From an optimization exercise on the open Yosys and OpenROAD flow, aimed at small area and a short achievable clock period; shortcuts taken in it are not production practice.
No run shown here included a check of the RTL's function; only the layout flow was run.
No activity file was given, so power comes from the tool's default toggle rates.

File: design.v
module pc_fa (
  input  logic a,
  input  logic b,
  input  logic ci,
  output logic s,
  output logic co
);
  assign s  = a ^ b ^ ci;
  assign co = ( a & b ) | ( a & ci ) | ( b & ci );
endmodule
module pc_ha (
  input  logic a,
  input  logic b,
  output logic s,
  output logic co
);
  assign s  = a ^ b;
  assign co = a & b;
endmodule
module bit_population_counter #(
  parameter WIDTH                 = 256
) (
  input  logic                    clk_i,
  input  logic                    srst_i,
  input  logic [WIDTH-1:0]        data_i,
  input  logic                    data_val_i,
  output logic [$clog2(WIDTH):0]  data_o,
  output logic                    data_val_o
);
logic [26:0] cs_d, cs_q;
logic s1, c2, s3, c4, s5, c6, s7, c8, s9, c10, s11, c12, s13, c14, s15, c16;
logic s17, c18, s19, c20, s21, c22, s23, c24, s25, c26, s27, c28, s29, c30, s31, c32;
logic s33, c34, s35, c36, s37, c38, s39, c40, s41, c42, s43, c44, s45, c46, s47, c48;
logic s49, c50, s51, c52, s53, c54, s55, c56, s57, c58, s59, c60, s61, c62, s63, c64;
logic s65, c66, s67, c68, s69, c70, s71, c72, s73, c74, s75, c76, s77, c78, s79, c80;
logic s81, c82, s83, c84, s85, c86, s87, c88, s89, c90, s91, c92, s93, c94, s95, c96;
logic s97, c98, s99, c100, s101, c102, s103, c104, s105, c106, s107, c108, s109, c110, s111, c112;
logic s113, c114, s115, c116, s117, c118, s119, c120, s121, c122, s123, c124, s125, c126, s127, c128;
logic s129, c130, s131, c132, s133, c134, s135, c136, s137, c138, s139, c140, s141, c142, s143, c144;
logic s145, c146, s147, c148, s149, c150, s151, c152, s153, c154, s155, c156, s157, c158, s159, c160;
logic s161, c162, s163, c164, s165, c166, s167, c168, s169, c170, s171, c172, s173, c174, s175, c176;
logic s177, c178, s179, c180, s181, c182, s183, c184, s185, c186, s187, c188, s189, c190, s191, c192;
logic s193, c194, s195, c196, s197, c198, s199, c200, s201, c202, s203, c204, s205, c206, s207, c208;
logic s209, c210, s211, c212, s213, c214, s215, c216, s217, c218, s219, c220, s221, c222, s223, c224;
logic s225, c226, s227, c228, s229, c230, s231, c232, s233, c234, s235, c236, s237, c238, s239, c240;
logic s241, c242, s243, c244, s245, c246, s247, c248, s249, c250, s251, c252, s253, c254, s255, c256;
logic s257, c258, s259, c260, s261, c262, s263, c264, s265, c266, s267, c268, s269, c270, s271, c272;
logic s273, c274, s275, c276, s277, c278, s279, c280, s281, c282, s283, c284, s285, c286, s287, c288;
logic s289, c290, s291, c292, s293, c294, s295, c296, s297, c298, s299, c300, s301, c302, s303, c304;
logic s305, c306, s307, c308, s309, c310, s311, c312, s313, c314, s315, c316, s317, c318, s319, c320;
logic s321, c322, s323, c324, s325, c326, s327, c328, s329, c330, s331, c332, s333, c334, s335, c336;
logic s337, c338, s339, c340, s341, c342, s343, c344, s345, c346, s347, c348, s349, c350, s351, c352;
logic s353, c354, s355, c356, s357, c358, s359, c360, s361, c362, s363, c364, s365, c366, s367, c368;
logic s369, c370, s371, c372, s373, c374, s375, c376, s377, c378, s379, c380, s381, c382, s383, c384;
logic s385, c386, s387, c388, s389, c390, s391, c392, s393, c394, s395, c396, s397, c398, s399, c400;
logic s401, c402, s403, c404, s405, c406, s407, c408, s409, c410, s411, c412, s413, c414, s415, c416;
logic s417, c418, s419, c420, s421, c422, s423, c424, s425, c426, s427, c428, s429, c430, s431, c432;
logic s433, c434, s435, c436, s437, c438, s439, c440, s441, c442, s443, c444, s445, c446, s447, c448;
logic s449, c450, s451, c452, s453, c454, s455, c456, s457, c458, s459, c460, s461, c462, s463, c464;
logic s465, c466, s467, c468, s469, c470, s471, c472, s473, c474, s475, c476, s477, c478, s479, c480;
logic s481, c482, s483, c484, s485, c486, s487, c488, s489, c490, s491, c492, s493, c494;
  pc_fa u_s1 (.a(data_i[0]), .b(data_i[1]), .ci(data_i[2]), .s(s1), .co(c2));
  pc_fa u_s3 (.a(data_i[3]), .b(data_i[4]), .ci(data_i[5]), .s(s3), .co(c4));
  pc_fa u_s5 (.a(data_i[6]), .b(data_i[7]), .ci(data_i[8]), .s(s5), .co(c6));
  pc_fa u_s7 (.a(data_i[9]), .b(data_i[10]), .ci(data_i[11]), .s(s7), .co(c8));
  pc_fa u_s9 (.a(data_i[12]), .b(data_i[13]), .ci(data_i[14]), .s(s9), .co(c10));
  pc_fa u_s11 (.a(data_i[15]), .b(data_i[16]), .ci(data_i[17]), .s(s11), .co(c12));
  pc_fa u_s13 (.a(data_i[18]), .b(data_i[19]), .ci(data_i[20]), .s(s13), .co(c14));
  pc_fa u_s15 (.a(data_i[21]), .b(data_i[22]), .ci(data_i[23]), .s(s15), .co(c16));
  pc_fa u_s17 (.a(data_i[24]), .b(data_i[25]), .ci(data_i[26]), .s(s17), .co(c18));
  pc_fa u_s19 (.a(data_i[27]), .b(data_i[28]), .ci(data_i[29]), .s(s19), .co(c20));
  pc_fa u_s21 (.a(data_i[30]), .b(data_i[31]), .ci(data_i[32]), .s(s21), .co(c22));
  pc_fa u_s23 (.a(data_i[33]), .b(data_i[34]), .ci(data_i[35]), .s(s23), .co(c24));
  pc_fa u_s25 (.a(data_i[36]), .b(data_i[37]), .ci(data_i[38]), .s(s25), .co(c26));
  pc_fa u_s27 (.a(data_i[39]), .b(data_i[40]), .ci(data_i[41]), .s(s27), .co(c28));
  pc_fa u_s29 (.a(data_i[42]), .b(data_i[43]), .ci(data_i[44]), .s(s29), .co(c30));
  pc_fa u_s31 (.a(data_i[45]), .b(data_i[46]), .ci(data_i[47]), .s(s31), .co(c32));
  pc_fa u_s33 (.a(data_i[48]), .b(data_i[49]), .ci(data_i[50]), .s(s33), .co(c34));
  pc_fa u_s35 (.a(data_i[51]), .b(data_i[52]), .ci(data_i[53]), .s(s35), .co(c36));
  pc_fa u_s37 (.a(data_i[54]), .b(data_i[55]), .ci(data_i[56]), .s(s37), .co(c38));
  pc_fa u_s39 (.a(data_i[57]), .b(data_i[58]), .ci(data_i[59]), .s(s39), .co(c40));
  pc_fa u_s41 (.a(data_i[60]), .b(data_i[61]), .ci(data_i[62]), .s(s41), .co(c42));
  pc_fa u_s43 (.a(data_i[63]), .b(data_i[64]), .ci(data_i[65]), .s(s43), .co(c44));
  pc_fa u_s45 (.a(data_i[66]), .b(data_i[67]), .ci(data_i[68]), .s(s45), .co(c46));
  pc_fa u_s47 (.a(data_i[69]), .b(data_i[70]), .ci(data_i[71]), .s(s47), .co(c48));
  pc_fa u_s49 (.a(data_i[72]), .b(data_i[73]), .ci(data_i[74]), .s(s49), .co(c50));
  pc_fa u_s51 (.a(data_i[75]), .b(data_i[76]), .ci(data_i[77]), .s(s51), .co(c52));
  pc_fa u_s53 (.a(data_i[78]), .b(data_i[79]), .ci(data_i[80]), .s(s53), .co(c54));
  pc_fa u_s55 (.a(data_i[81]), .b(data_i[82]), .ci(data_i[83]), .s(s55), .co(c56));
  pc_fa u_s57 (.a(data_i[84]), .b(data_i[85]), .ci(data_i[86]), .s(s57), .co(c58));
  pc_fa u_s59 (.a(data_i[87]), .b(data_i[88]), .ci(data_i[89]), .s(s59), .co(c60));
  pc_fa u_s61 (.a(data_i[90]), .b(data_i[91]), .ci(data_i[92]), .s(s61), .co(c62));
  pc_fa u_s63 (.a(data_i[93]), .b(data_i[94]), .ci(data_i[95]), .s(s63), .co(c64));
  pc_fa u_s65 (.a(data_i[96]), .b(data_i[97]), .ci(data_i[98]), .s(s65), .co(c66));
  pc_fa u_s67 (.a(data_i[99]), .b(data_i[100]), .ci(data_i[101]), .s(s67), .co(c68));
  pc_fa u_s69 (.a(data_i[102]), .b(data_i[103]), .ci(data_i[104]), .s(s69), .co(c70));
  pc_fa u_s71 (.a(data_i[105]), .b(data_i[106]), .ci(data_i[107]), .s(s71), .co(c72));
  pc_fa u_s73 (.a(data_i[108]), .b(data_i[109]), .ci(data_i[110]), .s(s73), .co(c74));
  pc_fa u_s75 (.a(data_i[111]), .b(data_i[112]), .ci(data_i[113]), .s(s75), .co(c76));
  pc_fa u_s77 (.a(data_i[114]), .b(data_i[115]), .ci(data_i[116]), .s(s77), .co(c78));
  pc_fa u_s79 (.a(data_i[117]), .b(data_i[118]), .ci(data_i[119]), .s(s79), .co(c80));
  pc_fa u_s81 (.a(data_i[120]), .b(data_i[121]), .ci(data_i[122]), .s(s81), .co(c82));
  pc_fa u_s83 (.a(data_i[123]), .b(data_i[124]), .ci(data_i[125]), .s(s83), .co(c84));
  pc_fa u_s85 (.a(data_i[126]), .b(data_i[127]), .ci(data_i[128]), .s(s85), .co(c86));
  pc_fa u_s87 (.a(data_i[129]), .b(data_i[130]), .ci(data_i[131]), .s(s87), .co(c88));
  pc_fa u_s89 (.a(data_i[132]), .b(data_i[133]), .ci(data_i[134]), .s(s89), .co(c90));
  pc_fa u_s91 (.a(data_i[135]), .b(data_i[136]), .ci(data_i[137]), .s(s91), .co(c92));
  pc_fa u_s93 (.a(data_i[138]), .b(data_i[139]), .ci(data_i[140]), .s(s93), .co(c94));
  pc_fa u_s95 (.a(data_i[141]), .b(data_i[142]), .ci(data_i[143]), .s(s95), .co(c96));
  pc_fa u_s97 (.a(data_i[144]), .b(data_i[145]), .ci(data_i[146]), .s(s97), .co(c98));
  pc_fa u_s99 (.a(data_i[147]), .b(data_i[148]), .ci(data_i[149]), .s(s99), .co(c100));
  pc_fa u_s101 (.a(data_i[150]), .b(data_i[151]), .ci(data_i[152]), .s(s101), .co(c102));
  pc_fa u_s103 (.a(data_i[153]), .b(data_i[154]), .ci(data_i[155]), .s(s103), .co(c104));
  pc_fa u_s105 (.a(data_i[156]), .b(data_i[157]), .ci(data_i[158]), .s(s105), .co(c106));
  pc_fa u_s107 (.a(data_i[159]), .b(data_i[160]), .ci(data_i[161]), .s(s107), .co(c108));
  pc_fa u_s109 (.a(data_i[162]), .b(data_i[163]), .ci(data_i[164]), .s(s109), .co(c110));
  pc_fa u_s111 (.a(data_i[165]), .b(data_i[166]), .ci(data_i[167]), .s(s111), .co(c112));
  pc_fa u_s113 (.a(data_i[168]), .b(data_i[169]), .ci(data_i[170]), .s(s113), .co(c114));
  pc_fa u_s115 (.a(data_i[171]), .b(data_i[172]), .ci(data_i[173]), .s(s115), .co(c116));
  pc_fa u_s117 (.a(data_i[174]), .b(data_i[175]), .ci(data_i[176]), .s(s117), .co(c118));
  pc_fa u_s119 (.a(data_i[177]), .b(data_i[178]), .ci(data_i[179]), .s(s119), .co(c120));
  pc_fa u_s121 (.a(data_i[180]), .b(data_i[181]), .ci(data_i[182]), .s(s121), .co(c122));
  pc_fa u_s123 (.a(data_i[183]), .b(data_i[184]), .ci(data_i[185]), .s(s123), .co(c124));
  pc_fa u_s125 (.a(data_i[186]), .b(data_i[187]), .ci(data_i[188]), .s(s125), .co(c126));
  pc_fa u_s127 (.a(data_i[189]), .b(data_i[190]), .ci(data_i[191]), .s(s127), .co(c128));
  pc_fa u_s129 (.a(data_i[192]), .b(data_i[193]), .ci(data_i[194]), .s(s129), .co(c130));
  pc_fa u_s131 (.a(data_i[195]), .b(data_i[196]), .ci(data_i[197]), .s(s131), .co(c132));
  pc_fa u_s133 (.a(data_i[198]), .b(data_i[199]), .ci(data_i[200]), .s(s133), .co(c134));
  pc_fa u_s135 (.a(data_i[201]), .b(data_i[202]), .ci(data_i[203]), .s(s135), .co(c136));
  pc_fa u_s137 (.a(data_i[204]), .b(data_i[205]), .ci(data_i[206]), .s(s137), .co(c138));
  pc_fa u_s139 (.a(data_i[207]), .b(data_i[208]), .ci(data_i[209]), .s(s139), .co(c140));
  pc_fa u_s141 (.a(data_i[210]), .b(data_i[211]), .ci(data_i[212]), .s(s141), .co(c142));
  pc_fa u_s143 (.a(data_i[213]), .b(data_i[214]), .ci(data_i[215]), .s(s143), .co(c144));
  pc_fa u_s145 (.a(data_i[216]), .b(data_i[217]), .ci(data_i[218]), .s(s145), .co(c146));
  pc_fa u_s147 (.a(data_i[219]), .b(data_i[220]), .ci(data_i[221]), .s(s147), .co(c148));
  pc_fa u_s149 (.a(data_i[222]), .b(data_i[223]), .ci(data_i[224]), .s(s149), .co(c150));
  pc_fa u_s151 (.a(data_i[225]), .b(data_i[226]), .ci(data_i[227]), .s(s151), .co(c152));
  pc_fa u_s153 (.a(data_i[228]), .b(data_i[229]), .ci(data_i[230]), .s(s153), .co(c154));
  pc_fa u_s155 (.a(data_i[231]), .b(data_i[232]), .ci(data_i[233]), .s(s155), .co(c156));
  pc_fa u_s157 (.a(data_i[234]), .b(data_i[235]), .ci(data_i[236]), .s(s157), .co(c158));
  pc_fa u_s159 (.a(data_i[237]), .b(data_i[238]), .ci(data_i[239]), .s(s159), .co(c160));
  pc_fa u_s161 (.a(data_i[240]), .b(data_i[241]), .ci(data_i[242]), .s(s161), .co(c162));
  pc_fa u_s163 (.a(data_i[243]), .b(data_i[244]), .ci(data_i[245]), .s(s163), .co(c164));
  pc_fa u_s165 (.a(data_i[246]), .b(data_i[247]), .ci(data_i[248]), .s(s165), .co(c166));
  pc_fa u_s167 (.a(data_i[249]), .b(data_i[250]), .ci(data_i[251]), .s(s167), .co(c168));
  pc_fa u_s169 (.a(data_i[252]), .b(data_i[253]), .ci(data_i[254]), .s(s169), .co(c170));
  pc_fa u_s171 (.a(data_i[255]), .b(s1), .ci(s3), .s(s171), .co(c172));
  pc_fa u_s173 (.a(s5), .b(s7), .ci(s9), .s(s173), .co(c174));
  pc_fa u_s175 (.a(s11), .b(s13), .ci(s15), .s(s175), .co(c176));
  pc_fa u_s177 (.a(s17), .b(s19), .ci(s21), .s(s177), .co(c178));
  pc_fa u_s179 (.a(s23), .b(s25), .ci(s27), .s(s179), .co(c180));
  pc_fa u_s181 (.a(s29), .b(s31), .ci(s33), .s(s181), .co(c182));
  pc_fa u_s183 (.a(s35), .b(s37), .ci(s39), .s(s183), .co(c184));
  pc_fa u_s185 (.a(s41), .b(s43), .ci(s45), .s(s185), .co(c186));
  pc_fa u_s187 (.a(s47), .b(s49), .ci(s51), .s(s187), .co(c188));
  pc_fa u_s189 (.a(s53), .b(s55), .ci(s57), .s(s189), .co(c190));
  pc_fa u_s191 (.a(s59), .b(s61), .ci(s63), .s(s191), .co(c192));
  pc_fa u_s193 (.a(s65), .b(s67), .ci(s69), .s(s193), .co(c194));
  pc_fa u_s195 (.a(s71), .b(s73), .ci(s75), .s(s195), .co(c196));
  pc_fa u_s197 (.a(s77), .b(s79), .ci(s81), .s(s197), .co(c198));
  pc_fa u_s199 (.a(s83), .b(s85), .ci(s87), .s(s199), .co(c200));
  pc_fa u_s201 (.a(s89), .b(s91), .ci(s93), .s(s201), .co(c202));
  pc_fa u_s203 (.a(s95), .b(s97), .ci(s99), .s(s203), .co(c204));
  pc_fa u_s205 (.a(s101), .b(s103), .ci(s105), .s(s205), .co(c206));
  pc_fa u_s207 (.a(s107), .b(s109), .ci(s111), .s(s207), .co(c208));
  pc_fa u_s209 (.a(s113), .b(s115), .ci(s117), .s(s209), .co(c210));
  pc_fa u_s211 (.a(s119), .b(s121), .ci(s123), .s(s211), .co(c212));
  pc_fa u_s213 (.a(s125), .b(s127), .ci(s129), .s(s213), .co(c214));
  pc_fa u_s215 (.a(s131), .b(s133), .ci(s135), .s(s215), .co(c216));
  pc_fa u_s217 (.a(s137), .b(s139), .ci(s141), .s(s217), .co(c218));
  pc_fa u_s219 (.a(s143), .b(s145), .ci(s147), .s(s219), .co(c220));
  pc_fa u_s221 (.a(s149), .b(s151), .ci(s153), .s(s221), .co(c222));
  pc_fa u_s223 (.a(s155), .b(s157), .ci(s159), .s(s223), .co(c224));
  pc_fa u_s225 (.a(s161), .b(s163), .ci(s165), .s(s225), .co(c226));
  pc_fa u_s227 (.a(s167), .b(s169), .ci(s171), .s(s227), .co(c228));
  pc_fa u_s229 (.a(s173), .b(s175), .ci(s177), .s(s229), .co(c230));
  pc_fa u_s231 (.a(s179), .b(s181), .ci(s183), .s(s231), .co(c232));
  pc_fa u_s233 (.a(s185), .b(s187), .ci(s189), .s(s233), .co(c234));
  pc_fa u_s235 (.a(s191), .b(s193), .ci(s195), .s(s235), .co(c236));
  pc_fa u_s237 (.a(s197), .b(s199), .ci(s201), .s(s237), .co(c238));
  pc_fa u_s239 (.a(s203), .b(s205), .ci(s207), .s(s239), .co(c240));
  pc_fa u_s241 (.a(s209), .b(s211), .ci(s213), .s(s241), .co(c242));
  pc_fa u_s243 (.a(s215), .b(s217), .ci(s219), .s(s243), .co(c244));
  pc_fa u_s245 (.a(s221), .b(s223), .ci(s225), .s(s245), .co(c246));
  pc_fa u_s247 (.a(s227), .b(s229), .ci(s231), .s(s247), .co(c248));
  pc_fa u_s249 (.a(s233), .b(s235), .ci(s237), .s(s249), .co(c250));
  pc_fa u_s251 (.a(s239), .b(s241), .ci(s243), .s(s251), .co(c252));
  pc_fa u_s253 (.a(s245), .b(s247), .ci(s249), .s(s253), .co(c254));
  pc_fa u_s255 (.a(c2), .b(c4), .ci(c6), .s(s255), .co(c256));
  pc_fa u_s257 (.a(c8), .b(c10), .ci(c12), .s(s257), .co(c258));
  pc_fa u_s259 (.a(c14), .b(c16), .ci(c18), .s(s259), .co(c260));
  pc_fa u_s261 (.a(c20), .b(c22), .ci(c24), .s(s261), .co(c262));
  pc_fa u_s263 (.a(c26), .b(c28), .ci(c30), .s(s263), .co(c264));
  pc_fa u_s265 (.a(c32), .b(c34), .ci(c36), .s(s265), .co(c266));
  pc_fa u_s267 (.a(c38), .b(c40), .ci(c42), .s(s267), .co(c268));
  pc_fa u_s269 (.a(c44), .b(c46), .ci(c48), .s(s269), .co(c270));
  pc_fa u_s271 (.a(c50), .b(c52), .ci(c54), .s(s271), .co(c272));
  pc_fa u_s273 (.a(c56), .b(c58), .ci(c60), .s(s273), .co(c274));
  pc_fa u_s275 (.a(c62), .b(c64), .ci(c66), .s(s275), .co(c276));
  pc_fa u_s277 (.a(c68), .b(c70), .ci(c72), .s(s277), .co(c278));
  pc_fa u_s279 (.a(c74), .b(c76), .ci(c78), .s(s279), .co(c280));
  pc_fa u_s281 (.a(c80), .b(c82), .ci(c84), .s(s281), .co(c282));
  pc_fa u_s283 (.a(c86), .b(c88), .ci(c90), .s(s283), .co(c284));
  pc_fa u_s285 (.a(c92), .b(c94), .ci(c96), .s(s285), .co(c286));
  pc_fa u_s287 (.a(c98), .b(c100), .ci(c102), .s(s287), .co(c288));
  pc_fa u_s289 (.a(c104), .b(c106), .ci(c108), .s(s289), .co(c290));
  pc_fa u_s291 (.a(c110), .b(c112), .ci(c114), .s(s291), .co(c292));
  pc_fa u_s293 (.a(c116), .b(c118), .ci(c120), .s(s293), .co(c294));
  pc_fa u_s295 (.a(c122), .b(c124), .ci(c126), .s(s295), .co(c296));
  pc_fa u_s297 (.a(c128), .b(c130), .ci(c132), .s(s297), .co(c298));
  pc_fa u_s299 (.a(c134), .b(c136), .ci(c138), .s(s299), .co(c300));
  pc_fa u_s301 (.a(c140), .b(c142), .ci(c144), .s(s301), .co(c302));
  pc_fa u_s303 (.a(c146), .b(c148), .ci(c150), .s(s303), .co(c304));
  pc_fa u_s305 (.a(c152), .b(c154), .ci(c156), .s(s305), .co(c306));
  pc_fa u_s307 (.a(c158), .b(c160), .ci(c162), .s(s307), .co(c308));
  pc_fa u_s309 (.a(c164), .b(c166), .ci(c168), .s(s309), .co(c310));
  pc_fa u_s311 (.a(c170), .b(c172), .ci(c174), .s(s311), .co(c312));
  pc_fa u_s313 (.a(c176), .b(c178), .ci(c180), .s(s313), .co(c314));
  pc_fa u_s315 (.a(c182), .b(c184), .ci(c186), .s(s315), .co(c316));
  pc_fa u_s317 (.a(c188), .b(c190), .ci(c192), .s(s317), .co(c318));
  pc_fa u_s319 (.a(c194), .b(c196), .ci(c198), .s(s319), .co(c320));
  pc_fa u_s321 (.a(c200), .b(c202), .ci(c204), .s(s321), .co(c322));
  pc_fa u_s323 (.a(c206), .b(c208), .ci(c210), .s(s323), .co(c324));
  pc_fa u_s325 (.a(c212), .b(c214), .ci(c216), .s(s325), .co(c326));
  pc_fa u_s327 (.a(c218), .b(c220), .ci(c222), .s(s327), .co(c328));
  pc_fa u_s329 (.a(c224), .b(c226), .ci(s255), .s(s329), .co(c330));
  pc_fa u_s331 (.a(s257), .b(s259), .ci(s261), .s(s331), .co(c332));
  pc_fa u_s333 (.a(s263), .b(s265), .ci(s267), .s(s333), .co(c334));
  pc_fa u_s335 (.a(s269), .b(s271), .ci(s273), .s(s335), .co(c336));
  pc_fa u_s337 (.a(s275), .b(s277), .ci(s279), .s(s337), .co(c338));
  pc_fa u_s339 (.a(s281), .b(s283), .ci(s285), .s(s339), .co(c340));
  pc_fa u_s341 (.a(s287), .b(s289), .ci(s291), .s(s341), .co(c342));
  pc_fa u_s343 (.a(s293), .b(s295), .ci(s297), .s(s343), .co(c344));
  pc_fa u_s345 (.a(s299), .b(s301), .ci(s303), .s(s345), .co(c346));
  pc_fa u_s347 (.a(s305), .b(s307), .ci(s309), .s(s347), .co(c348));
  pc_fa u_s349 (.a(c228), .b(s311), .ci(c230), .s(s349), .co(c350));
  pc_fa u_s351 (.a(c232), .b(c234), .ci(c236), .s(s351), .co(c352));
  pc_fa u_s353 (.a(c238), .b(c240), .ci(c242), .s(s353), .co(c354));
  pc_fa u_s355 (.a(c244), .b(c246), .ci(s313), .s(s355), .co(c356));
  pc_fa u_s357 (.a(s315), .b(s317), .ci(s319), .s(s357), .co(c358));
  pc_fa u_s359 (.a(s321), .b(s323), .ci(s325), .s(s359), .co(c360));
  pc_fa u_s361 (.a(s327), .b(s329), .ci(s331), .s(s361), .co(c362));
  pc_fa u_s363 (.a(s333), .b(s335), .ci(s337), .s(s363), .co(c364));
  pc_fa u_s365 (.a(s339), .b(s341), .ci(s343), .s(s365), .co(c366));
  pc_fa u_s367 (.a(s345), .b(s347), .ci(s349), .s(s367), .co(c368));
  pc_fa u_s369 (.a(c248), .b(s351), .ci(s353), .s(s369), .co(c370));
  pc_fa u_s371 (.a(s355), .b(s357), .ci(s359), .s(s371), .co(c372));
  pc_fa u_s373 (.a(s361), .b(s363), .ci(s365), .s(s373), .co(c374));
  pc_fa u_s375 (.a(c250), .b(c252), .ci(s367), .s(s375), .co(c376));
  pc_fa u_s377 (.a(c254), .b(s369), .ci(s371), .s(s377), .co(c378));
  pc_fa u_s379 (.a(c256), .b(c258), .ci(c260), .s(s379), .co(c380));
  pc_fa u_s381 (.a(c262), .b(c264), .ci(c266), .s(s381), .co(c382));
  pc_fa u_s383 (.a(c268), .b(c270), .ci(c272), .s(s383), .co(c384));
  pc_fa u_s385 (.a(c274), .b(c276), .ci(c278), .s(s385), .co(c386));
  pc_fa u_s387 (.a(c280), .b(c282), .ci(c284), .s(s387), .co(c388));
  pc_fa u_s389 (.a(c286), .b(c288), .ci(c290), .s(s389), .co(c390));
  pc_fa u_s391 (.a(c292), .b(c294), .ci(c296), .s(s391), .co(c392));
  pc_fa u_s393 (.a(c298), .b(c300), .ci(c302), .s(s393), .co(c394));
  pc_fa u_s395 (.a(c304), .b(c306), .ci(c308), .s(s395), .co(c396));
  pc_fa u_s397 (.a(c310), .b(c312), .ci(c314), .s(s397), .co(c398));
  pc_fa u_s399 (.a(c316), .b(c318), .ci(c320), .s(s399), .co(c400));
  pc_fa u_s401 (.a(c322), .b(c324), .ci(c326), .s(s401), .co(c402));
  pc_fa u_s403 (.a(c328), .b(c330), .ci(c332), .s(s403), .co(c404));
  pc_fa u_s405 (.a(c334), .b(c336), .ci(c338), .s(s405), .co(c406));
  pc_fa u_s407 (.a(c340), .b(c342), .ci(c344), .s(s407), .co(c408));
  pc_fa u_s409 (.a(c346), .b(c348), .ci(s379), .s(s409), .co(c410));
  pc_fa u_s411 (.a(s381), .b(s383), .ci(s385), .s(s411), .co(c412));
  pc_fa u_s413 (.a(s387), .b(s389), .ci(s391), .s(s413), .co(c414));
  pc_fa u_s415 (.a(s393), .b(s395), .ci(c350), .s(s415), .co(c416));
  pc_fa u_s417 (.a(s397), .b(c352), .ci(c354), .s(s417), .co(c418));
  pc_fa u_s419 (.a(c356), .b(c358), .ci(c360), .s(s419), .co(c420));
  pc_fa u_s421 (.a(c362), .b(c364), .ci(c366), .s(s421), .co(c422));
  pc_fa u_s423 (.a(s399), .b(s401), .ci(s403), .s(s423), .co(c424));
  pc_fa u_s425 (.a(s405), .b(s407), .ci(s409), .s(s425), .co(c426));
  pc_fa u_s427 (.a(s411), .b(s413), .ci(c368), .s(s427), .co(c428));
  pc_fa u_s429 (.a(s415), .b(c370), .ci(s417), .s(s429), .co(c430));
  pc_fa u_s431 (.a(c372), .b(c374), .ci(s419), .s(s431), .co(c432));
  pc_fa u_s433 (.a(s421), .b(s423), .ci(s425), .s(s433), .co(c434));
  pc_fa u_s435 (.a(c380), .b(c382), .ci(c384), .s(s435), .co(c436));
  pc_fa u_s437 (.a(c386), .b(c388), .ci(c390), .s(s437), .co(c438));
  pc_fa u_s439 (.a(c392), .b(c394), .ci(c396), .s(s439), .co(c440));
  pc_fa u_s441 (.a(c398), .b(c400), .ci(c402), .s(s441), .co(c442));
  pc_fa u_s443 (.a(c404), .b(c406), .ci(c408), .s(s443), .co(c444));
  pc_fa u_s445 (.a(c410), .b(c412), .ci(c414), .s(s445), .co(c446));
  pc_fa u_s447 (.a(s435), .b(s437), .ci(s439), .s(s447), .co(c448));
  pc_fa u_s449 (.a(c416), .b(c418), .ci(s441), .s(s449), .co(c450));
  pc_fa u_s451 (.a(s443), .b(s445), .ci(s447), .s(s451), .co(c452));
  pc_fa u_s453 (.a(c420), .b(c422), .ci(c424), .s(s453), .co(c454));
  pc_fa u_s455 (.a(c436), .b(c438), .ci(c440), .s(s455), .co(c456));
  pc_fa u_s457 (.a(c442), .b(c444), .ci(c446), .s(s457), .co(c458));
assign cs_d[0] = s251;  
assign cs_d[1] = s253;  
assign cs_d[2] = s373;  
assign cs_d[3] = s375;  
assign cs_d[4] = s377;  
assign cs_d[5] = c376;  
assign cs_d[6] = s427;  
assign cs_d[7] = s429;  
assign cs_d[8] = c378;  
assign cs_d[9] = s431;  
assign cs_d[10] = s433;  
assign cs_d[11] = c426;  
assign cs_d[12] = c428;  
assign cs_d[13] = c430;  
assign cs_d[14] = s449;  
assign cs_d[15] = s451;  
assign cs_d[16] = c432;  
assign cs_d[17] = c434;  
assign cs_d[18] = s453;  
assign cs_d[19] = c448;  
assign cs_d[20] = s455;  
assign cs_d[21] = c450;  
assign cs_d[22] = s457;  
assign cs_d[23] = c452;  
assign cs_d[24] = c454;  
assign cs_d[25] = c456;  
assign cs_d[26] = c458;  
always_ff @( posedge clk_i )
  cs_q <= cs_d;
always_ff @( posedge clk_i )
  begin
    if( srst_i )
      data_val_o <= 1'b0;
    else
      data_val_o <= data_val_i;
  end
  pc_fa u_s459 (.a(cs_q[11]), .b(cs_q[12]), .ci(cs_q[13]), .s(s459), .co(c460));
  pc_ha u_s461 (.a(cs_q[19]), .b(cs_q[20]), .s(s461), .co(c462));
  pc_fa u_s463 (.a(cs_q[5]), .b(cs_q[6]), .ci(cs_q[7]), .s(s463), .co(c464));
  pc_fa u_s465 (.a(cs_q[14]), .b(cs_q[15]), .ci(cs_q[16]), .s(s465), .co(c466));
  pc_ha u_s467 (.a(cs_q[17]), .b(cs_q[18]), .s(s467), .co(c468));
  pc_fa u_s469 (.a(cs_q[21]), .b(cs_q[22]), .ci(cs_q[23]), .s(s469), .co(c470));
  pc_fa u_s471 (.a(cs_q[24]), .b(s461), .ci(c460), .s(s471), .co(c472));
  pc_ha u_s473 (.a(cs_q[25]), .b(cs_q[26]), .s(s473), .co(c474));
  pc_ha u_s475 (.a(cs_q[8]), .b(cs_q[9]), .s(s475), .co(c476));
  pc_fa u_s477 (.a(s467), .b(c464), .ci(s459), .s(s477), .co(c478));
  pc_fa u_s479 (.a(c468), .b(c466), .ci(s469), .s(s479), .co(c480));
  pc_fa u_s481 (.a(c462), .b(s473), .ci(c470), .s(s481), .co(c482));
  pc_ha u_s483 (.a(cs_q[2]), .b(cs_q[3]), .s(s483), .co(c484));
  pc_fa u_s485 (.a(cs_q[10]), .b(s475), .ci(s463), .s(s485), .co(c486));
  pc_fa u_s487 (.a(c476), .b(s465), .ci(s477), .s(s487), .co(c488));
  pc_fa u_s489 (.a(s471), .b(c478), .ci(s479), .s(s489), .co(c490));
  pc_fa u_s491 (.a(c472), .b(c480), .ci(s481), .s(s491), .co(c492));
  pc_ha u_s493 (.a(c474), .b(c482), .s(s493), .co(c494));
assign data_o = {1'b0, c494, c492, c490, c488, c486, c484, s483, cs_q[0]}
              + {1'b0, 1'b0, s493, s491, s489, s487, s485, cs_q[4], cs_q[1]};
endmodule
File: flow/run.sh
#!/bin/bash
# The standard layout, with plain buf_1 cells as the port buffers and a small clock tree.
set -euo pipefail
export BUFFER_PORTS_ARGS="-buffer_cell sky130_fd_sc_hd__buf_1"
export CTS_ARGS="-sink_clustering_enable -repair_clock_nets -dont_use_dummy_load -buf_list sky130_fd_sc_hd__clkbuf_8"
bash standard.sh > standard.log 2>&1
File: standard.sh
#!/bin/bash
# synth_recipe.tcl (not shown) runs the flow's synth.tcl, then flattens the netlist and writes it again
# the make line also repeats each setting of config.mk as NAME=value (left out here)
make -C /OpenROAD-flow-scripts/flow DESIGN_CONFIG=/design/flow/config.mk WORK_HOME=/design/flow/orfs CLKGATE_MAP_FILE= SYNTH_SCRIPT=/design/flow/synth_recipe.tcl "${@:-finish}"
File: config.mk
export PLATFORM = sky130hd
export DESIGN_NAME = bit_population_counter
export DESIGN_NICKNAME = bit_population_counter
export VERILOG_FILES = /design/flow/design.v
export SDC_FILE = /design/flow/constraint.sdc
export NUM_CORES = 4
export LEC_CHECK = 0
export CAP_MARGIN = 20
export CORE_MARGIN = 2
export CORE_UTILIZATION = 40
export CTS_BUF_LIST = sky130_fd_sc_hd__clkbuf_8
export SLEW_MARGIN = 20
export SYNTH_HIERARCHICAL = 1
File: constraint.sdc
create_clock -name core_clock -period 11.0 [get_ports {clk_i}]
set_input_delay 2.2000 -clock core_clock [delete_from_list [all_inputs] [get_ports {clk_i}]]
set_output_delay 2.2000 -clock core_clock [all_outputs]
set_load 0.01 [all_outputs]
==> impl_metrics.env, run 1 <==
export IMPL_numCtsBuffers=3
export IMPL_critPathRequiredTime_ns=8.80
export IMPL_rsz0062_at_grt="false"
export IMPL_synth_compound_area_share_pct=1.54
export IMPL_dp_hpwl_mm=13.5
export IMPL_critPathLaunchType="flop"
export IMPL_num_vias=3552
export IMPL_drtPass1Iterations=4
export IMPL_slew_viol_final=0
export IMPL_drtIter0Drc=74
export IMPL_hp_start="srst_i"
export IMPL_initial_core_util_pct=41.3
export IMPL_synth_top_family_by_area="adder cells"
export IMPL_std_cell_rows=43
export IMPL_min_to="data_val_o"
export IMPL_slowest_delay_ns=0.58
export IMPL_netSwitchingFraction_pct=51.4
export IMPL_register_area_sq_um=561
export IMPL_worstMarginPinSlew_ns=0.302
export IMPL_path_class="flop to output port"
export IMPL_die_w_um=124
export IMPL_multi_input_area_sq_um=5200
export IMPL_cts_tree="done"
export IMPL_finalHoldViolations=0
export IMPL_period_share_pct=51.1
export IMPL_n_fill_cell=1263
export IMPL_cts_hold_buf=0
export IMPL_pre_cts_slack_ns=5.48
export IMPL_p_comb_share_pct=90.6
export IMPL_ys_seq_area_share_pct=9.70
export IMPL_overflow=0
export IMPL_switching_power_uw=1550
export IMPL_syn_avg_cell_area_sq_um=18.2
export IMPL_drive_gt1_share_pct=1.02
export IMPL_pwr_share_seq_pct=7.6
export IMPL_synthMuxAreaShare_pct=0
export IMPL_post_cts_buffers=0
export IMPL_die_y_um=124
export IMPL_syn_area_sq_um=5780
export IMPL_setup_violations=0
export IMPL_cp_slowest_cell="fa_1"
export IMPL_critPathMaxFanout=6
export IMPL_ir_worst_vdd_v=0.000502
export IMPL_syn2layout_area_growth_pct=22.0
export IMPL_fin_area_sq_um=7050
export IMPL_layout_setup_ws_ns=5.38
export IMPL_clk_pin_slew_ns=0.09
export IMPL_status="complete, no violations"
export IMPL_clockBufferDepth=2
export IMPL_yosysWarnings=7
export IMPL_synthAdderAreaFrac_pct=86.6
export IMPL_place_area_sq_um=7010
export IMPL_critPathCaptureType="output port"
export IMPL_fin_crit_ns=5.62
export IMPL_clkPwrFrac_pct=1.8
export IMPL_wirelength_mm=13.5
export IMPL_path_cells="fa_1 > fa_1 > fa_1 > ha_1 > a21oi_2 > o21bai_2 > or4_1 > nand3_1 > buf_1"
export IMPL_gp_congestion=0.823
export IMPL_max_freq_mhz=178
export IMPL_htreeDepth=1
export IMPL_via_per_inst=4.62
export IMPL_ioPinCount=269
export IMPL_clkSinkCount=28
export IMPL_root_buffer="clkbuf_8"
export IMPL_drv_cap=0
export IMPL_synth_cell_types=22
export IMPL_slew_headroom_pct=79.7
export IMPL_core_sq_um=14000
export IMPL_nets=1105
export IMPL_synthSimpleGateAreaFrac_pct=1.19
export IMPL_min_path_type="primary input to flop"
export IMPL_synth_xor_area_share_pct=0.606
export IMPL_synth_cells=318
export IMPL_antenna_found_initial=0
export IMPL_internal_power_uw=1460
export IMPL_p_total_uw=3020
export IMPL_hold_depth=2
export IMPL_path_common_cell="fa_1"
export IMPL_grt_pass1_vias=4665
export IMPL_drc=0
export IMPL_cts_resized=0
export IMPL_drtAntennaViolNets=0
export IMPL_grt_pass1_wl_mm=22.6
export IMPL_synth_nets=832
export IMPL_dieArea_sq_um=15400
export IMPL_n_antenna_cell=0
export IMPL_place_port_buffers=268
export IMPL_timing_hold_ws_ns=2.08
export IMPL_grt_usage_pct=18.9
export IMPL_cellLeakagePower_uw=0.00253
export IMPL_post_drt_wl_per_cell_um=17.5
export IMPL_power_density_nw_per_um2=428
export IMPL_cp_arrival_ns=3.42
export IMPL_grt_max_degree=16
export IMPL_synth_seq_cells=28
export IMPL_setup_tns_ns=0
state kept, by name (all words and copies together) (netlist names):
name	cells
cs_q	27
data_val_o	1
modules after synthesis, one instance, submodules excluded:
module | copies in the design | cells inside
bit_population_counter | 1 | 71
pc_fa | 241 | 1
pc_ha | 6 | 1
worst max-delay path by stage:
stage / from / endpoint / slack, ns / depth (start not counted)
3_5_place_dp: data_i[195] / cs_q[4] / 5.48 / 7
3_3_place_gp: data_i[195] / cs_q[4] / 5.51 / 7
5_1_grt: cs_q[21] / data_o[7] / 5.23 / 9
6_report: cs_q[21] / data_o[7] / 5.38 / 9
2_1_floorplan: data_i[195] / cs_q[4] / 5.75 / 6
4_1_cts: cs_q[21] / data_o[7] / 5.37 / 9
power by group through the flow:
stage	Combinational [uW]	Sequential, uW	Clock [uW]
6_report	2730	228	54.3
3_3_place_gp	2660	231	0
4_1_cts	2770	229	56.4
5_1_grt	3130	233	62.7
2_1_floorplan	1920	222	0
3_5_place_dp	2760	232	0
layout make-up:
cell class / instances / share of cell area [%]
sequential: 28 / 7.95
clock buffer: 3 / 0.586
tap: 180 / 3.19
timing repair buffer: 268 / 14.3
inverter: 5 / 0.266
multi-input combinational: 285 / 73.7
routing by layer:
| layer | wire, um | GRT usage [%] | share of wire, % | vias up |
|---|---|---|---|---|
| met5 | 0 | 0 | 0 | - |
| met4 | 138 | 2.78 | 1.0 | 0 |
| met3 | 581 | 1.76 | 4.3 | 13 |
| met2 | 7760 | 36.9 | 58 | 127 |
| met1 | 5010 | 22.9 | 37 | 1880 |
| li1 | - | - | - | 1532 |
synthesized netlist by cell type:
cell,n,area [sq um]
fa_1,242,4840
dfxtp_1,28,561
ha_1,13,163
a21oi_1,5,25.0
inv_1,5,18.8
nand3_1,3,15.0
nand2_1,2,7.51
nor2_1,2,7.51
nor2b_1,2,12.5
o21ai_0,2,10.0
xnor2_1,2,17.5
xor2_1,2,17.5
a21boi_0,1,7.51
a21oi_2,1,8.76
a221oi_1,1,8.76
a311o_2,1,11.3
a31oi_1,1,6.26
nor3_1,1,5.00
nor3b_1,1,7.51
nor4_1,1,6.26
o21bai_2,1,11.3
or4_1,1,7.51
worst max-delay path, delay by kind of cell (launching register included):
family                   cells  cell delay (ns)
AND/OR/NAND/NOR              2             0.55
flip-flops                   1             0.33
adder cells (fa/ha/maj)      4             1.83
buffers and inverters        1             0.16
AO/OA/AOI/OAI                2             0.27
cell usage in the layout, fill, tap and decap left out, drive strengths merged:
master  count
nand3       3
or4         1
nand2       2
o21bai      1
nor4        1
fa        242
a31oi       1
nor2b       2
a311o       1
dfxtp      28
inv         5
ha         13
buf       268
a221oi      1
xor2        2
nor3b       1
a21boi      1
nor2        2
o21ai       2
a21oi       6
nor3        1
clkbuf      3
xnor2       2
through the flow:
stage / instances / util (%)
finish: 769 / 50.4
global route: 769 / 50.4
CTS: 769 / 50.4
detailed placement: 766 / 50.1
global placement: 766 / 50.1
floorplan: 318 / -
kinds of logic (layout without fill, tap and decap cells):
| group | Yosys count | after routing |
|---|---|---|
| flops | 28 | 28 |
| compound gates | 13 | 13 |
| simple gates | 13 | 13 |
| buf+inv | 5 | 276 |
| xor+xnor | 4 | 4 |
| fa+ha+maj | 255 | 255 |
==> inputs of run 2 (changes only) <==
--- a/design.v
+++ b/design.v
@@ -29,3 +29,3 @@
 );
-logic [26:0] cs_d, cs_q;
+logic [25:0] cs_d, cs_q;
 logic s1, c2, s3, c4, s5, c6, s7, c8, s9, c10, s11, c12, s13, c14, s15, c16;
@@ -290,2 +290,3 @@
   pc_fa u_s457 (.a(c442), .b(c444), .ci(c446), .s(s457), .co(c458));
+  pc_fa u_s459 (.a(c448), .b(s455), .ci(c450), .s(s459), .co(c460));
 assign cs_d[0] = s251;  
@@ -309,10 +310,9 @@
 assign cs_d[18] = s453;  
-assign cs_d[19] = c448;  
-assign cs_d[20] = s455;  
-assign cs_d[21] = c450;  
-assign cs_d[22] = s457;  
-assign cs_d[23] = c452;  
-assign cs_d[24] = c454;  
-assign cs_d[25] = c456;  
-assign cs_d[26] = c458;  
+assign cs_d[19] = s457;  
+assign cs_d[20] = c452;  
+assign cs_d[21] = c454;  
+assign cs_d[22] = s459;  
+assign cs_d[23] = c456;  
+assign cs_d[24] = c458;  
+assign cs_d[25] = c460;  
 always_ff @( posedge clk_i )
@@ -326,4 +326,3 @@
   end
-  pc_fa u_s459 (.a(cs_q[11]), .b(cs_q[12]), .ci(cs_q[13]), .s(s459), .co(c460));
-  pc_ha u_s461 (.a(cs_q[19]), .b(cs_q[20]), .s(s461), .co(c462));
+  pc_fa u_s461 (.a(cs_q[11]), .b(cs_q[12]), .ci(cs_q[13]), .s(s461), .co(c462));
   pc_fa u_s463 (.a(cs_q[5]), .b(cs_q[6]), .ci(cs_q[7]), .s(s463), .co(c464));
@@ -331,9 +330,9 @@
   pc_ha u_s467 (.a(cs_q[17]), .b(cs_q[18]), .s(s467), .co(c468));
-  pc_fa u_s469 (.a(cs_q[21]), .b(cs_q[22]), .ci(cs_q[23]), .s(s469), .co(c470));
-  pc_fa u_s471 (.a(cs_q[24]), .b(s461), .ci(c460), .s(s471), .co(c472));
-  pc_ha u_s473 (.a(cs_q[25]), .b(cs_q[26]), .s(s473), .co(c474));
+  pc_fa u_s469 (.a(cs_q[19]), .b(cs_q[20]), .ci(cs_q[21]), .s(s469), .co(c470));
+  pc_ha u_s471 (.a(cs_q[22]), .b(c462), .s(s471), .co(c472));
+  pc_ha u_s473 (.a(cs_q[23]), .b(cs_q[24]), .s(s473), .co(c474));
   pc_ha u_s475 (.a(cs_q[8]), .b(cs_q[9]), .s(s475), .co(c476));
-  pc_fa u_s477 (.a(s467), .b(c464), .ci(s459), .s(s477), .co(c478));
+  pc_fa u_s477 (.a(s467), .b(c464), .ci(s461), .s(s477), .co(c478));
   pc_fa u_s479 (.a(c468), .b(c466), .ci(s469), .s(s479), .co(c480));
-  pc_fa u_s481 (.a(c462), .b(s473), .ci(c470), .s(s481), .co(c482));
+  pc_fa u_s481 (.a(cs_q[25]), .b(s473), .ci(c470), .s(s481), .co(c482));
   pc_ha u_s483 (.a(cs_q[2]), .b(cs_q[3]), .s(s483), .co(c484));
==> impl_metrics.env, run 2 <==
export IMPL_status="complete, no violations"
export IMPL_synth_edf_count=0
export IMPL_syn2layout_area_growth_pct=22.1
export IMPL_ys_flop_type="dfxtp_1"
export IMPL_critPathLaunchType="flop"
export IMPL_htreeDepth=1
export IMPL_synth_top_cell_by_area="fa_1"
export IMPL_fin_crit_ns=5.66
export IMPL_post_cts_buffers=0
export IMPL_via_per_inst=4.55
export IMPL_synthAdderAreaFrac_pct=86.9
export IMPL_finalHoldViolations=0
export IMPL_std_cell_rows=43
export IMPL_clkSinkCount=27
export IMPL_synth_top_family_by_area="adder cells"
export IMPL_crit_end="data_o[7]"
export IMPL_timing_hold_ws_ns=2.09
export IMPL_dieArea_sq_um=15400
export IMPL_ir_worst_vdd_v=0.000401
export IMPL_synthMuxAreaShare_pct=0
export IMPL_cts_resized=0
export IMPL_synth_top_area_share_pct=84.1
export IMPL_ioPinCount=269
export IMPL_dp_hpwl_mm=13.7
export IMPL_drtIter0Drc=109
export IMPL_largest_reg_flops=26
export IMPL_grt_pass1_vias=4556
export IMPL_pre_cts_slack_ns=5.26
export IMPL_overflow=0
export IMPL_max_flop_register="cs_q"
export IMPL_yosysWarnings=7
export IMPL_cellLeakagePower_uw=0.00252
export IMPL_slew_viol_final=0
export IMPL_drv_cap=0
export IMPL_setup_violations=0
export IMPL_synth_area_leaders="fa_1 84%, dfxtp_1 9.4%, ha_1 2.8%"
export IMPL_synth_cell_types=22
export IMPL_min_path_type="primary input to flop"
export IMPL_numCtsBuffers=3
export IMPL_initial_core_util_pct=41.2
export IMPL_n_antenna_cell=0
export IMPL_synth_nets=831
export IMPL_slew_headroom_pct=82.3
export IMPL_period_share_pct=51.5
export IMPL_max_freq_mhz=177
export IMPL_num_vias=3498
export IMPL_path_class="flop to output port"
export IMPL_synth_seq_cells=27
export IMPL_post_synth_top_count_cell="fa_1"
export IMPL_gp_congestion=0.857
export IMPL_p_total_uw=2890
export IMPL_worstMarginPinSlew_ns=0.263
export IMPL_synth_cells=317
export IMPL_grt_pass1_wl_mm=22.1
export IMPL_startpoint="cs_q[19]"
export IMPL_die_w_um=124
export IMPL_drtAntennaViolNets=0
export IMPL_root_buffer="clkbuf_8"
export IMPL_cts_hold_buf=0
export IMPL_setup_tns_ns=0
export IMPL_wirelength_mm=13.6
export IMPL_cts_tree="done"
export IMPL_die_y_um=124
export IMPL_power_density_nw_per_um2=412
export IMPL_layout_setup_ws_ns=5.34
export IMPL_grt_max_degree=18
export IMPL_syn_avg_cell_area_sq_um=18.2
export IMPL_reg_top3="cs_q (26), data_val_o (1)"
export IMPL_n_fill_cell=1255
export IMPL_antenna_found_initial=0
export IMPL_core_sq_um=14000
export IMPL_clk_pin_slew_ns=0.10
export IMPL_async_flop_share_pct=0
export IMPL_cp_arrival_ns=3.46
export IMPL_critPathMaxFanout=6
export IMPL_grt_usage_pct=19.5
export IMPL_synth_compound_area_share_pct=1.54
export IMPL_critPathRequiredTime_ns=8.80
export IMPL_drc=0
export IMPL_syn_area_sq_um=5760
export IMPL_ys_seq_area_share_pct=9.39
export IMPL_clockBufferDepth=2
export IMPL_place_port_buffers=268
export IMPL_rsz0062_at_grt="false"
export IMPL_synthSimpleGateAreaFrac_pct=1.19
export IMPL_layout_common_cells="268 x buf_1, 242 x fa_1, 27 x dfxtp_1"
export IMPL_nets=1104
export IMPL_critPathCaptureType="output port"
export IMPL_synth_xor_area_share_pct=0.608
export IMPL_drtPass1Iterations=4
export IMPL_post_drt_wl_per_cell_um=17.7
export IMPL_drive_gt1_share_pct=1.02
export IMPL_final_common_cell="buf_1"
export IMPL_yosys_top_cells_count="242 x fa_1, 27 x dfxtp_1, 13 x ha_1, 5 x a21oi_1, 5 x inv_1"
run 2: cell families after synthesis:
| family | count (synthesis) |
|---|---|
| compound gates | 13 |
| simple gates | 13 |
| flops | 27 |
| xor+xnor | 4 |
| fa+ha+maj | 255 |
| buf+inv | 5 |
run 2: layer usage:
metal | global-route usage, % | vias up | wire length [um]
met5 | 0 | - | 0
met3 | 2.38 | 10 | 701
met2 | 37.8 | 124 | 7880
met4 | 1.97 | 0 | 75
met1 | 24.2 | 1835 | 4940
li1 | - | 1529 | -
run 2: cell type report:
class / instances / area [sq um] / area share, %
timing repair buffer: 268 / 1010 / 14.3
tap: 180 / 225 / 3.20
inverter: 5 / 18.8 / 0.267
clock buffer: 3 / 41.3 / 0.587
sequential: 27 / 541 / 7.69
multi-input combinational: 285 / 5200 / 74.0
run 2: power breakdown:
| part | leakage, uW | switching [uW] | internal (uW) |
|---|---|---|---|
| sequential | 0.000228 | 25.0 | 196 |
| clock | 0.0000216 | 29.7 | 24.6 |
| combinational | 0.00227 | 1430 | 1180 |
run 2: stage by stage:
| stage | std cells | utilization, % | area (sq um) |
|---|---|---|---|
| after floorplan | 317 | - | 5760 |
| after CTS | 768 | 50.3 | 7030 |
| after global placement | 765 | 50.0 | 6990 |
| after global routing | 768 | 50.3 | 7030 |
| after detailed placement | 765 | 50.0 | 6990 |
| final | 768 | 50.3 | 7030 |
run 2: per-module statistics from Yosys (local to each module, per instance):
module / cells / area (sq um) / copies in the design / flip-flops and latches
bit_population_counter: 70 / 860 / 1 / 27
pc_fa: 1 / 20.0 / 241 / 0
pc_ha: 1 / 12.5 / 6 / 0
run 2: critical path, stage by stage, from the launching register on:
cell and delay, ns:
dfxtp_1 0.33, fa_1 0.58, fa_1 0.44, fa_1 0.45, ha_1 0.38, a21oi_2 0.18, o21bai_2 0.09, or4_1 0.49
nand3_1 0.09, buf_1 0.16
run 2: worst min-delay path by stage:
stage / startpoint / to / slack [ns] / cells past startpoint
after floorplan: srst_i / data_val_o / 2.27 / 1
after CTS: srst_i / data_val_o / 2.09 / 2
after global routing: srst_i / data_val_o / 2.09 / 2
after detailed placement: srst_i / data_val_o / 2.36 / 2
final: srst_i / data_val_o / 2.09 / 2
after global placement: srst_i / data_val_o / 2.36 / 2
==> inputs of run 3 (changes only) <==
--- a/design.v
+++ b/design.v
@@ -29,3 +29,3 @@
 );
-logic [25:0] cs_d, cs_q;
+logic [22:0] cs_d, cs_q;
 logic s1, c2, s3, c4, s5, c6, s7, c8, s9, c10, s11, c12, s13, c14, s15, c16;
@@ -288,5 +288,8 @@
   pc_fa u_s453 (.a(c420), .b(c422), .ci(c424), .s(s453), .co(c454));
-  pc_fa u_s455 (.a(c436), .b(c438), .ci(c440), .s(s455), .co(c456));
-  pc_fa u_s457 (.a(c442), .b(c444), .ci(c446), .s(s457), .co(c458));
-  pc_fa u_s459 (.a(c448), .b(s455), .ci(c450), .s(s459), .co(c460));
+  pc_fa u_s455 (.a(c426), .b(c428), .ci(c430), .s(s455), .co(c456));
+  pc_fa u_s457 (.a(s449), .b(s451), .ci(c432), .s(s457), .co(c458));
+  pc_fa u_s459 (.a(c436), .b(c438), .ci(c440), .s(s459), .co(c460));
+  pc_fa u_s461 (.a(c442), .b(c444), .ci(c446), .s(s461), .co(c462));
+  pc_fa u_s463 (.a(c448), .b(s459), .ci(c450), .s(s463), .co(c464));
+  pc_fa u_s465 (.a(s461), .b(c452), .ci(c454), .s(s465), .co(c466));
 assign cs_d[0] = s251;  
@@ -302,17 +305,14 @@
 assign cs_d[10] = s433;  
-assign cs_d[11] = c426;  
-assign cs_d[12] = c428;  
-assign cs_d[13] = c430;  
-assign cs_d[14] = s449;  
-assign cs_d[15] = s451;  
-assign cs_d[16] = c432;  
-assign cs_d[17] = c434;  
-assign cs_d[18] = s453;  
-assign cs_d[19] = s457;  
-assign cs_d[20] = c452;  
-assign cs_d[21] = c454;  
-assign cs_d[22] = s459;  
-assign cs_d[23] = c456;  
-assign cs_d[24] = c458;  
-assign cs_d[25] = c460;  
+assign cs_d[11] = c434;  
+assign cs_d[12] = s453;  
+assign cs_d[13] = s455;  
+assign cs_d[14] = s457;  
+assign cs_d[15] = c456;  
+assign cs_d[16] = s463;  
+assign cs_d[17] = c458;  
+assign cs_d[18] = s465;  
+assign cs_d[19] = c460;  
+assign cs_d[20] = c462;  
+assign cs_d[21] = c464;  
+assign cs_d[22] = c466;  
 always_ff @( posedge clk_i )
@@ -326,18 +326,15 @@
   end
-  pc_fa u_s461 (.a(cs_q[11]), .b(cs_q[12]), .ci(cs_q[13]), .s(s461), .co(c462));
-  pc_fa u_s463 (.a(cs_q[5]), .b(cs_q[6]), .ci(cs_q[7]), .s(s463), .co(c464));
-  pc_fa u_s465 (.a(cs_q[14]), .b(cs_q[15]), .ci(cs_q[16]), .s(s465), .co(c466));
-  pc_ha u_s467 (.a(cs_q[17]), .b(cs_q[18]), .s(s467), .co(c468));
-  pc_fa u_s469 (.a(cs_q[19]), .b(cs_q[20]), .ci(cs_q[21]), .s(s469), .co(c470));
-  pc_ha u_s471 (.a(cs_q[22]), .b(c462), .s(s471), .co(c472));
-  pc_ha u_s473 (.a(cs_q[23]), .b(cs_q[24]), .s(s473), .co(c474));
+  pc_fa u_s467 (.a(cs_q[5]), .b(cs_q[6]), .ci(cs_q[7]), .s(s467), .co(c468));
+  pc_ha u_s469 (.a(cs_q[11]), .b(cs_q[12]), .s(s469), .co(c470));
+  pc_ha u_s471 (.a(cs_q[15]), .b(cs_q[16]), .s(s471), .co(c472));
+  pc_ha u_s473 (.a(cs_q[19]), .b(cs_q[20]), .s(s473), .co(c474));
   pc_ha u_s475 (.a(cs_q[8]), .b(cs_q[9]), .s(s475), .co(c476));
-  pc_fa u_s477 (.a(s467), .b(c464), .ci(s461), .s(s477), .co(c478));
-  pc_fa u_s479 (.a(c468), .b(c466), .ci(s469), .s(s479), .co(c480));
-  pc_fa u_s481 (.a(cs_q[25]), .b(s473), .ci(c470), .s(s481), .co(c482));
+  pc_fa u_s477 (.a(cs_q[13]), .b(cs_q[14]), .ci(s469), .s(s477), .co(c478));
+  pc_fa u_s479 (.a(cs_q[17]), .b(cs_q[18]), .ci(c470), .s(s479), .co(c480));
+  pc_fa u_s481 (.a(cs_q[21]), .b(cs_q[22]), .ci(c472), .s(s481), .co(c482));
   pc_ha u_s483 (.a(cs_q[2]), .b(cs_q[3]), .s(s483), .co(c484));
-  pc_fa u_s485 (.a(cs_q[10]), .b(s475), .ci(s463), .s(s485), .co(c486));
-  pc_fa u_s487 (.a(c476), .b(s465), .ci(s477), .s(s487), .co(c488));
+  pc_fa u_s485 (.a(cs_q[10]), .b(s475), .ci(s467), .s(s485), .co(c486));
+  pc_fa u_s487 (.a(c476), .b(c468), .ci(s477), .s(s487), .co(c488));
   pc_fa u_s489 (.a(s471), .b(c478), .ci(s479), .s(s489), .co(c490));
-  pc_fa u_s491 (.a(c472), .b(c480), .ci(s481), .s(s491), .co(c492));
+  pc_fa u_s491 (.a(s473), .b(c480), .ci(s481), .s(s491), .co(c492));
   pc_ha u_s493 (.a(c474), .b(c482), .s(s493), .co(c494));
==> impl_metrics.env, run 3 <==
export IMPL_core_sq_um=13900
export IMPL_dp_hpwl_mm=13.5
export IMPL_root_buffer="clkbuf_8"
export IMPL_yosys_top_cells_count="242 x fa_1, 24 x dfxtp_1, 13 x ha_1, 5 x a21oi_1, 5 x inv_1"
export IMPL_synth_top_cell_by_area="fa_1"
export IMPL_grt_pass1_wl_mm=21.5
export IMPL_via_per_inst=4.56
export IMPL_synth_cell_types=22
export IMPL_largest_reg_flops=23
export IMPL_antenna_found_initial=0
export IMPL_reg_top3="cs_q (23), data_val_o (1)"
export IMPL_cp_arrival_ns=5.79
export IMPL_drtIter0Drc=65
export IMPL_slew_viol_final=0
export IMPL_path_cells="buf_1 > fa_1 > fa_1 > fa_1 > fa_1 > fa_1 > fa_1 > fa_1"
export IMPL_overflow=0
export IMPL_cts_tree="done"
export IMPL_place_port_buffers=268
export IMPL_syn2layout_area_growth_pct=22.3
export IMPL_synth_top_area_share_pct=85.0
export IMPL_cts_resized=0
export IMPL_layout_common_cells="268 x buf_1, 242 x fa_1, 24 x dfxtp_1"
export IMPL_die_y_um=123
export IMPL_startpoint="data_i[204]"
export IMPL_num_vias=3486
export IMPL_min_path_type="primary input to flop"
export IMPL_path_common_cell="fa_1"
export IMPL_final_common_cell="buf_1"
export IMPL_htreeDepth=1
export IMPL_std_cell_rows=43
export IMPL_synth_area_leaders="fa_1 85%, dfxtp_1 8.4%, ha_1 2.9%"
export IMPL_status="complete, no violations"
export IMPL_setup_violations=0
export IMPL_power_density_nw_per_um2=385
export IMPL_synth_cells=314
export IMPL_nets=1101
export IMPL_crit_end="cs_q[14]"
export IMPL_grt_pass1_vias=4535
export IMPL_gp_congestion=0.829
export IMPL_synth_nets=828
export IMPL_syn_area_sq_um=5700
export IMPL_rsz0062_at_grt="false"
export IMPL_critPathCaptureType="flop"
export IMPL_grt_max_degree=15
export IMPL_setup_tns_ns=0
export IMPL_drtPass1Iterations=4
export IMPL_initial_core_util_pct=41.1
export IMPL_path_class="primary input to flop"
export IMPL_cp_slowest_cell="fa_1"
export IMPL_ys_flop_type="dfxtp_1"
export IMPL_wirelength_mm=13.4
export IMPL_drv_cap=0
export IMPL_cellLeakagePower_uw=0.00249
export IMPL_critPathLaunchType="primary input"
export IMPL_post_synth_top_count_cell="fa_1"
export IMPL_ir_worst_vdd_v=0.000310
export IMPL_max_freq_mhz=177
export IMPL_numCtsBuffers=3
export IMPL_drtAntennaViolNets=0
export IMPL_ys_seq_area_share_pct=8.43
export IMPL_synth_edf_count=0
export IMPL_drc=0
export IMPL_finalHoldViolations=0
export IMPL_pre_cts_slack_ns=5.03
export IMPL_clockBufferDepth=2
export IMPL_grt_usage_pct=19.0
export IMPL_fin_crit_ns=5.64
export IMPL_slowest_delay_ns=0.58
export IMPL_synth_seq_cells=24
export IMPL_syn_avg_cell_area_sq_um=18.2
export IMPL_ioPinCount=269
export IMPL_yosysWarnings=7
export IMPL_die_w_um=123
export IMPL_worstMarginPinSlew_ns=0.279
export IMPL_critPathRequiredTime_ns=11.15
export IMPL_async_flop_share_pct=0
export IMPL_drive_gt1_share_pct=1.03
export IMPL_clkSinkCount=24
export IMPL_p_total_uw=2680
export IMPL_timing_hold_ws_ns=2.10
export IMPL_slew_headroom_pct=81.3
export IMPL_max_flop_register="cs_q"
export IMPL_post_drt_wl_per_cell_um=17.5
export IMPL_clk_pin_slew_ns=0.09
export IMPL_layout_setup_ws_ns=5.36
export IMPL_post_cts_buffers=0
export IMPL_n_antenna_cell=0
export IMPL_dieArea_sq_um=15200
export IMPL_critPathMaxFanout=1
export IMPL_period_share_pct=51.3
export IMPL_cts_hold_buf=0
==> run 3: cell types whose count changed after synthesis <==
cell,previous run,this run
dfxtp_1,27,24
==> run 3: report_power, final <==
group	switching, uW	leakage, uW	internal [uW]	total, uW
logic	1320	0.00227	1110	2430
clock network	24.8	0.0000216	24.4	49.2
registers	20.6	0.000202	185	206
total	1360	0.00249	1320	2680
==> run 3: cell type report <==
class                      count  area, sq um
fill                        1230         6910
multi-input combinational    285         5200
timing repair buffer         268         1010
sequential                    24          480
tap                          180          225
clock buffer                   3         41.3
inverter                       5         18.8
==> run 3: cells by family after synthesis <==
kind of cell    count (synthesis)  share of synthesized area (%)
fa+ha+maj                     255                           87.9
flops                          24                           8.43
compound gates                 13                           1.56
simple gates                   13                           1.21
buf+inv                         5                          0.329
xor+xnor                        4                          0.615
==> run 3: worst min-delay path by stage <==
stage / endpoint / cells after the start / from / slack (ns)
2_1_floorplan: data_val_o / 1 / srst_i / 2.27
3_3_place_gp: data_val_o / 2 / srst_i / 2.35
3_5_place_dp: data_val_o / 2 / srst_i / 2.36
4_1_cts: data_val_o / 2 / srst_i / 2.10
5_1_grt: data_val_o / 2 / srst_i / 2.11
6_report: data_val_o / 2 / srst_i / 2.10
==> run 3: stage by stage <==
stage | area (sq um) | instances | util, %
2_1_floorplan | 5700 | 314 | -
3_3_place_gp | 6930 | 762 | 49.9
3_5_place_dp | 6930 | 762 | 49.9
4_1_cts | 6970 | 765 | 50.2
5_1_grt | 6970 | 765 | 50.2
6_report | 6970 | 765 | 50.2
==> run 3: Yosys stat by module, one instance, submodules excluded <==
module                  flip-flops and latches  area, sq um  cells inside
bit_population_counter                      24          800            67
pc_fa                                        0         20.0             1
pc_ha                                        0         12.5             1
==> run 3: layer usage <==
layer / share of wire, % / wire length (um) / track usage (%)
met1: 36 / 4790 / 22.8
met2: 60 / 8020 / 38.2
met3: 3.8 / 507 / 1.66
met4: 0.72 / 96 / 1.78
met5: 0 / 0 / 0
==> run 3: critical path: cells and delay by family <==
kind	cells	cell delay [ns]
adders and majority gates	7	3.49
buffers and inverters	1	0.09

[port drivers added, routing unchanged]
No port has a modelled driver above. Below, the same layouts with a new extraction and two added sets of constraints.
Step 1 (the two cells are an assumption about what drives the block):
set clk [get_ports {clk_i}]
set_driving_cell -lib_cell sky130_fd_sc_hd__clkbuf_16 $clk
set_driving_cell -lib_cell sky130_fd_sc_hd__buf_2 [delete_from_list [all_inputs] $clk]
Step 2 times the ports against the registers' clock, not the clock port: input delays grow and output delays shrink by t, the midpoint of the rising clock arrivals with the driver on.
Three values: ideal, step 1, step 2; two values: the first two.
run | t (ns) | setup slack, ns | hold WS [ns] | worst setup path after step 2 | clock arrival spread, ns
run 1 | 0.297 | 5.378 / 5.351 / 5.497 | 2.077 / 2.072 / 2.369 | input to register | 0.008 / 0.007
run 2 | 0.298 | 5.340 / 5.310 / 5.330 | 2.089 / 2.083 / 2.382 | input to register | 0.027 / 0.027
run 3 | 0.280 | 5.357 / 5.364 / 5.084 | 2.101 / 2.100 / 2.380 | input to register | 0.015 / 0.016
After both steps setup and hold are still met in every run listed. The setup slack of run 3, which loses most, moves by +0.007 ns with the drivers and by -0.273 ns with both steps.
